This is an optimization exercise on Yosys and OpenROAD, whose aim is small area, a short achievable clock period and few clock cycles per item, not a production implementation.
Only simulation tests tie the RTL to the original design; equivalence was not proved.
Power is estimated from default activity; no workload was simulated.

## v3
Design aq_axi_sdma64, start of the top module:
module aq_axi_sdma64
(
  input         ARESETN,
  input         ACLK,
  input [15:0]  S_AXI_AWADDR,
  input [3:0]   S_AXI_AWCACHE,
  input [2:0]   S_AXI_AWPROT,
  input         S_AXI_AWVALID,
  output        S_AXI_AWREADY,
  input [31:0]  S_AXI_WDATA,
  input [3:0]   S_AXI_WSTRB,
  input         S_AXI_WVALID,
  output        S_AXI_WREADY,
  output        S_AXI_BVALID,
  input         S_AXI_BREADY,
  output [1:0]  S_AXI_BRESP,
  input [15:0]  S_AXI_ARADDR,
  input [3:0]   S_AXI_ARCACHE,
  input [2:0]   S_AXI_ARPROT,
  input         S_AXI_ARVALID,
  output        S_AXI_ARREADY,
  output [31:0] S_AXI_RDATA,
  output [1:0]  S_AXI_RRESP,
  output        S_AXI_RVALID,
  input         S_AXI_RREADY,
  output [0:0]  M_AXI_AWID,
  output [31:0] M_AXI_AWADDR,
  output [7:0]  M_AXI_AWLEN,
  output [2:0]  M_AXI_AWSIZE,
  output [1:0]  M_AXI_AWBURST,
  output        M_AXI_AWLOCK,
  output [3:0]  M_AXI_AWCACHE,
  output [2:0]  M_AXI_AWPROT,
  output [3:0]  M_AXI_AWQOS,
  output [0:0]  M_AXI_AWUSER,
  ...
For scale: about 550 I/O pins, roughly 0.029 mm2 of cells after synthesis.
export LEC_CHECK = 0
export ABC_AREA = 1
export CAP_MARGIN = 20
export CORE_MARGIN = 2
export CORE_UTILIZATION = 75
export CTS_CLUSTER_DIAMETER = 60
export CTS_CLUSTER_SIZE = 30
export PLACE_DENSITY = 0.85
export SETUP_SLACK_MARGIN = 3.2
export SLEW_MARGIN = 20
create_clock -name core_clock -period 5.5 [get_ports {ACLK}]
standard.sh (not shown) runs the stock make flow with config.mk's settings and CLKGATE_MAP_FILE= SYNTH_SCRIPT=/design/flow/synth_recipe.tcl, a recipe that flattens the netlist after the stock synthesis.
==> flow/flow/run.sh <==
#!/bin/bash
set -euo pipefail
export BUFFER_PORTS_ARGS="-buffer_cell sky130_fd_sc_hd__buf_1"
bash standard.sh > standard.log 2>&1
Testbench counts of v3, summed over its fixed seeds: cycles 113,529, bytes 935,008.
For v16, these inputs were changed with respect to v3:
Settings: a change of CTS_CLUSTER_DIAMETER from 60 to 50; a deleted ABC_AREA that had been 1; a change of PLACE_DENSITY from 0.85 to 0.75; a change of CTS_CLUSTER_SIZE from 30 to 20; a change of CORE_UTILIZATION from 75 to 65; an added ABC_CLOCK_PERIOD_IN_PS of 2200.
==> flow/run.sh (new file) <==
#!/bin/bash
# synth_recipe.tcl (not shown) runs the flow's synth.tcl, then flattens the netlist and writes it again
# the make line also repeats each setting of config.mk as NAME=value (left out here)
make -C /OpenROAD-flow-scripts/flow DESIGN_CONFIG=/design/flow/config.mk WORK_HOME=/design/flow/orfs CLKGATE_MAP_FILE= SYNTH_SCRIPT=/design/flow/synth_recipe.tcl finish
removed: flow/flow/run.sh
removed: flow/standard.sh
--- outcome ---
Looking at largest net degree at the start of global routing, v16 sits about 24% higher than v3 does.
| sequential share of layout area | higher: v3 |
Looking at area of placed instances, v16 sits above v3.
v16: overall power after layout is about 12% higher than what v3 reported.
v16 ended up with u_aq_axi_sdma64_master.aw_addr[8] as its launch point of the worst path; v3 ended up with u_aq_axi_sdma64_ctrl.rdata[17].
v3 was smaller in final cell area than v16.
v16 against v3: share of total power consumed by net switching now sits lower; met1 track demand over resource decreased 3.7 points; internal portion of total power has increased; number of DRC markers in iteration 0 down about 32%.
#### Input delta (v14 over v16)
Settings: CTS_CLUSTER_DIAMETER: 50 -> 60; CTS_CLUSTER_SIZE: 20 -> 30; ABC_AREA: unset -> 1.
==> flow/flow/run.sh (new file) <==
#!/bin/bash
set -euo pipefail
export BUFFER_PORTS_ARGS="-buffer_cell sky130_fd_sc_hd__buf_1"
bash standard.sh > standard.log 2>&1
==> flow/standard.sh (new file) <==
#!/bin/bash
# synth_recipe.tcl (not shown) runs the flow's synth.tcl, then flattens the netlist and writes it again
# the make line also repeats each setting of config.mk as NAME=value (left out here)
make -C /OpenROAD-flow-scripts/flow DESIGN_CONFIG=/design/flow/config.mk WORK_HOME=/design/flow/orfs CLKGATE_MAP_FILE= SYNTH_SCRIPT=/design/flow/synth_recipe.tcl "${@:-finish}"
removed: flow/run.sh
[summary]
- Delta (v14 minus v16): sequential power shrank by 4.7%; setup slack +0.078 ns; number of top-level design ports saw little to no change; largest vdd supply drop -0.99%.
- v16 → v14: data arrival at the endpoint of the critical path fell by 0.08 ns; relative contribution of combinational cells to total power now smaller; final design instance area without fill shows a reduction of 6.2%.
- The end point of the critical path comes out S_AXI_RDATA[13] in one run and M_AXI_AWADDR[11] in the other, namely in v14 and v16 respectively.
- Per the comparison of v14 with v16, die area higher, starting density of the core higher.
diff inputs: v14 => v4
Settings: removing ABC_AREA (formerly 1).
--- outcome ---
- Between v14 and v4, the flow reports count of plain and timing-repair buffers increasing by a little under 10%.
- The sequential share of layout area in v4 was lower than what v14 gave.
- In the tables for v4 and v14, area after detailed placement reads lower with v4.
- The run with more routed wire is v14, not v4.
- Comparing v4 and v14, the lower number of standard cells in the layout, taps in and fillers out is on v4.
- [compare] base=v14 new=v4: proportion of power drawn by flip-flops and latches moved down; post-route cell area climbed 0.73%; least setup slack across all paths after layout lower.
- Each of the runs, namely v4 and v14, reached the end of the flow and came out clean.

---

build 59:
Starting RTL as in the previous note.
Design aq_axi_sdma64, start of the top module:
module aq_axi_sdma64
(
  input         ARESETN,
  input         ACLK,
  input [15:0]  S_AXI_AWADDR,
  input [3:0]   S_AXI_AWCACHE,
  input [2:0]   S_AXI_AWPROT,
  input         S_AXI_AWVALID,
  output        S_AXI_AWREADY,
  input [31:0]  S_AXI_WDATA,
  input [3:0]   S_AXI_WSTRB,
  input         S_AXI_WVALID,
  output        S_AXI_WREADY,
  output        S_AXI_BVALID,
  input         S_AXI_BREADY,
  output [1:0]  S_AXI_BRESP,
  input [15:0]  S_AXI_ARADDR,
  input [3:0]   S_AXI_ARCACHE,
  input [2:0]   S_AXI_ARPROT,
  input         S_AXI_ARVALID,
  output        S_AXI_ARREADY,
  output [31:0] S_AXI_RDATA,
  output [1:0]  S_AXI_RRESP,
  output        S_AXI_RVALID,
  input         S_AXI_RREADY,
  output [0:0]  M_AXI_AWID,
  output [31:0] M_AXI_AWADDR,
  output [7:0]  M_AXI_AWLEN,
  output [2:0]  M_AXI_AWSIZE,
  output [1:0]  M_AXI_AWBURST,
  output        M_AXI_AWLOCK,
  output [3:0]  M_AXI_AWCACHE,
  output [2:0]  M_AXI_AWPROT,
  output [3:0]  M_AXI_AWQOS,
  output [0:0]  M_AXI_AWUSER,
  output        M_AXI_AWVALID,
  input         M_AXI_AWREADY,
  output [63:0] M_AXI_WDATA,
  output [7:0]  M_AXI_WSTRB,
  output        M_AXI_WLAST,
  output [0:0]  M_AXI_WUSER,
  output        M_AXI_WVALID,
  input         M_AXI_WREADY,
  input [0:0]   M_AXI_BID,
  input [1:0]   M_AXI_BRESP,
  input [0:0]   M_AXI_BUSER,
  input         M_AXI_BVALID,
  output        M_AXI_BREADY,
  output [0:0]  M_AXI_ARID,
  output [31:0] M_AXI_ARADDR,
  output [7:0]  M_AXI_ARLEN,
  output [2:0]  M_AXI_ARSIZE,
  output [1:0]  M_AXI_ARBURST,
  output [1:0]  M_AXI_ARLOCK,
  output [3:0]  M_AXI_ARCACHE,
  output [2:0]  M_AXI_ARPROT,
  output [3:0]  M_AXI_ARQOS,
  output [0:0]  M_AXI_ARUSER,
  output        M_AXI_ARVALID,
  input         M_AXI_ARREADY,
  input [0:0]   M_AXI_RID,
  input [63:0]  M_AXI_RDATA,
  input [1:0]   M_AXI_RRESP,
  input         M_AXI_RLAST,
  input [0:0]   M_AXI_RUSER,
  input         M_AXI_RVALID,
  output        M_AXI_RREADY,
  input [63:0]  W_AXIS_TDATA,
  input         W_AXIS_TVALID,
  output        W_AXIS_TREADY,
  input [7:0]   W_AXIS_TSTRB,
  input         W_AXIS_TKEEP,
  input         W_AXIS_TLAST,
  output [63:0] R_AXIS_TDATA,
  output        R_AXIS_TVALID,
  input         R_AXIS_TREADY,
  output        R_AXIS_TLAST,
  input         W_FRAME_SYNC,
  input         R_FRAME_SYNC,
  output        INTERRUPT
);
clock: 5.5 ns
lec_check: 0
abc_clock_period_in_ps: 2200
cap_margin: 20
core_margin: 2
core_utilization: 70
cts_buf_list: sky130_fd_sc_hd__clkbuf_8 sky130_fd_sc_hd__clkbuf_16
cts_cluster_diameter: 60
cts_cluster_size: 30
place_density: 0.8
setup_slack_margin: 3.2
slew_margin: 20
==> flow/flow/run.sh <==
#!/bin/bash
set -euo pipefail
export BUFFER_PORTS_ARGS="-buffer_cell sky130_fd_sc_hd__buf_1"
bash standard.sh > standard.log 2>&1
Build 59: flow completed, timing, DRC and antenna clean
Testbench counts of build 59, summed over its fixed seeds: cycles 113,529, bytes 935,008.
The following lists how build 39 was set up differently from build 59:
# build 59
export LEC_CHECK = 0
export ABC_CLOCK_PERIOD_IN_PS = 2200
export CAP_MARGIN = 20
export CORE_MARGIN = 2
export CORE_UTILIZATION = 70
export CTS_BUF_LIST = sky130_fd_sc_hd__clkbuf_8 sky130_fd_sc_hd__clkbuf_16
export CTS_CLUSTER_DIAMETER = 60
export CTS_CLUSTER_SIZE = 30
export PLACE_DENSITY = 0.8
export SETUP_SLACK_MARGIN = 3.2
export SLEW_MARGIN = 20
create_clock -name core_clock -period 5.5 [get_ports {ACLK}]
# build 39
export LEC_CHECK = 0
export ABC_CLOCK_PERIOD_IN_PS = 2200
export CAP_MARGIN = 20
export CORE_MARGIN = 2
export CORE_UTILIZATION = 65
export CTS_CLUSTER_DIAMETER = 60
export CTS_CLUSTER_SIZE = 30
export PLACE_DENSITY = 0.75
export SETUP_SLACK_MARGIN = 3.2
export SLEW_MARGIN = 20
create_clock -name core_clock -period 5.5 [get_ports {ACLK}]
==> flow/run.sh (new file) <==
#!/bin/bash
# synth_recipe.tcl (not shown) runs the flow's synth.tcl, then flattens the netlist and writes it again
# the make line also repeats each setting of config.mk as NAME=value (left out here)
make -C /OpenROAD-flow-scripts/flow DESIGN_CONFIG=/design/flow/config.mk WORK_HOME=/design/flow/orfs CLKGATE_MAP_FILE= SYNTH_SCRIPT=/design/flow/synth_recipe.tcl finish
removed: flow/flow/run.sh
removed: flow/standard.sh
[summary]
- In the final reports, the cell area of build 39 is larger than that of build 59.
- Across both runs, total wire length was higher for build 39 than for build 59.
- Per the comparison of build 39 with build 59, full die area moved up, clock power share level, post-CTS setup buffer count moved up.
- Wire length on met3 is lower on build 59
- Compared with build 59, build 39 shows a higher layout overhead on the synthesized area.
- In build 39 the final cell count turned out about 2.5% higher than in build 59.
- Setup slack: build 39 vs build 59 up 0.042 ns
- Going from build 59 to build 39, wire length of the first global-routing pass has increased, maximum frequency from static timing analysis picked up an extra 1.7%.
The inputs of build 11 differ from those of build 39 as listed below.
# build 39
export LEC_CHECK = 0
export ABC_CLOCK_PERIOD_IN_PS = 2200
export CAP_MARGIN = 20
export CORE_MARGIN = 2
export CORE_UTILIZATION = 65
export CTS_CLUSTER_DIAMETER = 60
export CTS_CLUSTER_SIZE = 30
export PLACE_DENSITY = 0.75
export SETUP_SLACK_MARGIN = 3.2
export SLEW_MARGIN = 20
create_clock -name core_clock -period 5.5 [get_ports {ACLK}]
# build 11
export LEC_CHECK = 0
export ABC_AREA = 1
export CAP_MARGIN = 20
export CORE_MARGIN = 2
export CORE_UTILIZATION = 70
export CTS_CLUSTER_DIAMETER = 60
export CTS_CLUSTER_SIZE = 30
export PLACE_DENSITY = 0.8
export SETUP_SLACK_MARGIN = 3.2
export SLEW_MARGIN = 20
create_clock -name core_clock -period 5.5 [get_ports {ACLK}]
==> flow/flow/run.sh (new file) <==
#!/bin/bash
set -euo pipefail
export BUFFER_PORTS_ARGS="-buffer_cell sky130_fd_sc_hd__buf_1"
bash standard.sh > standard.log 2>&1
==> flow/standard.sh (new file) <==
#!/bin/bash
# synth_recipe.tcl (not shown) runs the flow's synth.tcl, then flattens the netlist and writes it again
# the make line also repeats each setting of config.mk as NAME=value (left out here)
make -C /OpenROAD-flow-scripts/flow DESIGN_CONFIG=/design/flow/config.mk WORK_HOME=/design/flow/orfs CLKGATE_MAP_FILE= SYNTH_SCRIPT=/design/flow/synth_recipe.tcl "${@:-finish}"
removed: flow/run.sh
Notes after the runs:
- Build 11 went all the way through the flow, and no timing, DRC or antenna check failed.
- Build 39: done, clean on timing, DRC and antenna
- In build 11, the area growth from synthesis to layout came out 8.6 points below the value in build 39.
- Build 39 has lower worst-case headroom to the max-slew limit than build 11.
- Build 39 → build 11: post-route worst setup slack climbed 0.082 ns, sum of routed wire length over all layers now larger, power attributed to combinational cells shrank by about 14%.
- Between build 39 and build 11, the number of multi-input combinational cells is higher for build 11.
- Note that the routed length per instance recorded for build 11 amounts to 0.864 times the value seen in build 39.
- Against build 39, build 11 reports a biggest cell delay along the critical path that is lower.
- Delta (build 11 minus build 39): final antenna diode count rose 14, cell area after layout down about 5.5%, proportion of layout cells with a drive suffix above 1 shrank by 24 points.
[inputs] build 27 vs build 11
# build 11
export LEC_CHECK = 0
export ABC_AREA = 1
export CAP_MARGIN = 20
export CORE_MARGIN = 2
export CORE_UTILIZATION = 70
export CTS_CLUSTER_DIAMETER = 60
export CTS_CLUSTER_SIZE = 30
export PLACE_DENSITY = 0.8
export SETUP_SLACK_MARGIN = 3.2
export SLEW_MARGIN = 20
create_clock -name core_clock -period 5.5 [get_ports {ACLK}]
# build 27
export LEC_CHECK = 0
export ABC_AREA = 1
export CAP_MARGIN = 20
export CORE_MARGIN = 2
export CORE_UTILIZATION = 65
export CTS_CLUSTER_DIAMETER = 40
export CTS_CLUSTER_SIZE = 20
export PLACE_DENSITY = 0.75
export SETUP_SLACK_MARGIN = 3.2
export SLEW_MARGIN = 20
create_clock -name core_clock -period 5.5 [get_ports {ACLK}]
## What came out
Instance count after placement with tap cells included is lower on build 11
Between build 11 and build 27, fmax is lower for build 27, build 11 comes in above that.
Build 11 → build 27: design area climbed 3.9%, final wirelength climbed about 2%, area enclosed by the die boundary climbed 7.5%, maximum number of pins on one net before global-route repair climbed 12, total CTS buffers climbed about 110%.
On register clock-pin slew on the reported worst setup and hold paths: between build 11 and build 27, it ends up higher for build 11.
Compare build 11 and build 27 | global routing usage on met2 lower: build 27
Build 27 -> build 11: worst hold slack flat
Input-level comparison between build 18 and build 27:
# build 27
export LEC_CHECK = 0
export ABC_AREA = 1
export CAP_MARGIN = 20
export CORE_MARGIN = 2
export CORE_UTILIZATION = 65
export CTS_CLUSTER_DIAMETER = 40
export CTS_CLUSTER_SIZE = 20
export PLACE_DENSITY = 0.75
export SETUP_SLACK_MARGIN = 3.2
export SLEW_MARGIN = 20
create_clock -name core_clock -period 5.5 [get_ports {ACLK}]
# build 18
export LEC_CHECK = 0
export ABC_CLOCK_PERIOD_IN_PS = 2200
export CAP_MARGIN = 20
export CORE_MARGIN = 2
export CORE_UTILIZATION = 65
export CTS_CLUSTER_DIAMETER = 60
export CTS_CLUSTER_SIZE = 30
export PLACE_DENSITY = 0.75
export SETUP_SLACK_MARGIN = 3.35
export SLEW_MARGIN = 20
create_clock -name core_clock -period 5.5 [get_ports {ACLK}]
==> comparison <==
- Build 18 vs. build 27: pin count of the biggest net entering global routing went down, number of different library cells in the post-synthesis netlist picked up an extra 28%, sequential portion of the cell area climbed 0.45 points, y dimension of the die went down by 0.78%.
- Build 18 ended with more share of the synthesized netlist area taken by xor and xnor gates than build 27.
- Looking at leading cell type in the layout, fill and taps excluded, the sky130_fd_sc_hd__nand2_1 result is from build 27; the sky130_fd_sc_hd__edfxtp_1 one comes from build 18.
- Compared with build 27, build 18 improves final instance area.
- Build 18 vs. build 27: area of the multi-input gates went up by about 8%.
Setup changes, build 18 to build 31
# build 18
export LEC_CHECK = 0
export ABC_CLOCK_PERIOD_IN_PS = 2200
export CAP_MARGIN = 20
export CORE_MARGIN = 2
export CORE_UTILIZATION = 65
export CTS_CLUSTER_DIAMETER = 60
export CTS_CLUSTER_SIZE = 30
export PLACE_DENSITY = 0.75
export SETUP_SLACK_MARGIN = 3.35
export SLEW_MARGIN = 20
create_clock -name core_clock -period 5.5 [get_ports {ACLK}]
# build 31
export LEC_CHECK = 0
export ABC_CLOCK_PERIOD_IN_PS = 2200
export CAP_MARGIN = 20
export CORE_MARGIN = 2
export CORE_UTILIZATION = 65
export CTS_CLUSTER_DIAMETER = 60
export CTS_CLUSTER_SIZE = 30
export PLACE_DENSITY = 0.75
export SETUP_SLACK_MARGIN = 3.2
export SLEW_MARGIN = 20
create_clock -name core_clock -period 5.5 [get_ports {ACLK}]
==> flow/flow/run.sh <==
#!/bin/bash
set -euo pipefail
export BUFFER_PORTS_ARGS="-buffer_cell sky130_fd_sc_hd__buf_1"
export RECOVER_POWER=100
bash standard.sh > standard.log 2>&1
Findings:
Looking across build 31 and build 18, the single run that reached the end with no open violations was build 18. Total power of build 31 is lower than that of build 18. Compared with build 18, build 31 shows number of buffers added for setup after CTS that has gone down by more than 10%. On final cell count, the lower figure sits with build 31, not build 18. Relative to build 18, number of stages on the worst setup path increased by 2 in build 31. Diff build 18..build 31 | global route total overflow | unchanged. Filler cell count in the final layout sits higher in build 31 than in build 18. Going from build 18 to build 31, final standard cell area without fillers shows a reduction of 3.7%; area added between synthesis and finish down 4.4 points; proportion of cell area spent on the clock network went up; first-iteration DRC count increased 4.5%.

==> what the ideal ports hide <==
The results above use ideal ports. As a check the final layouts listed here were re-extracted and re-timed, cells and wires unchanged. Step 1 sets driving cells, clkbuf_16 on the clock port and buf_2 on the other inputs (assumed; they add their load-dependent delay and slew). Step 2, shift: input delay + t, output delay - t, t = (earliest + latest rising clock arrival at the registers) / 2. This alone moves slack from input paths to output paths. Slacks: ideal ports / drivers / drivers and shift; pairs: ideal ports / drivers.
run | t (ns) | setup WS [ns] | clock arrival spread, ns
v3 | 0.647 | 3.133 / 3.076 / 2.638 | 0.024 / 0.024
v16 | 0.672 | 3.060 / 3.001 / 2.582 | 0.035 / 0.035
v14 | 0.649 | 3.138 / 3.080 / 2.617 | 0.025 / 0.025
v4 | 0.649 | 3.114 / 3.055 / 2.672 | 0.037 / 0.037
build 59 | 0.660 | 3.047 / 2.986 / 2.645 | 0.042 / 0.042
build 39 | 0.652 | 3.089 / 3.030 / 2.573 | 0.033 / 0.032
build 11 | 0.651 | 3.170 / 3.112 / 2.668 | 0.039 / 0.039
build 27 | 0.673 | 3.129 / 3.068 / 2.598 | 0.025 / 0.025
build 18 | 0.664 | 3.131 / 3.067 / 2.728 | 0.032 / 0.032
build 31 | 0.649 | 2.012 / 2.023 / 1.383 | 0.037 / 0.037
For build 31, which loses most, drivers alone change the setup slack by +0.011 ns; drivers and shift together by -0.629 ns.
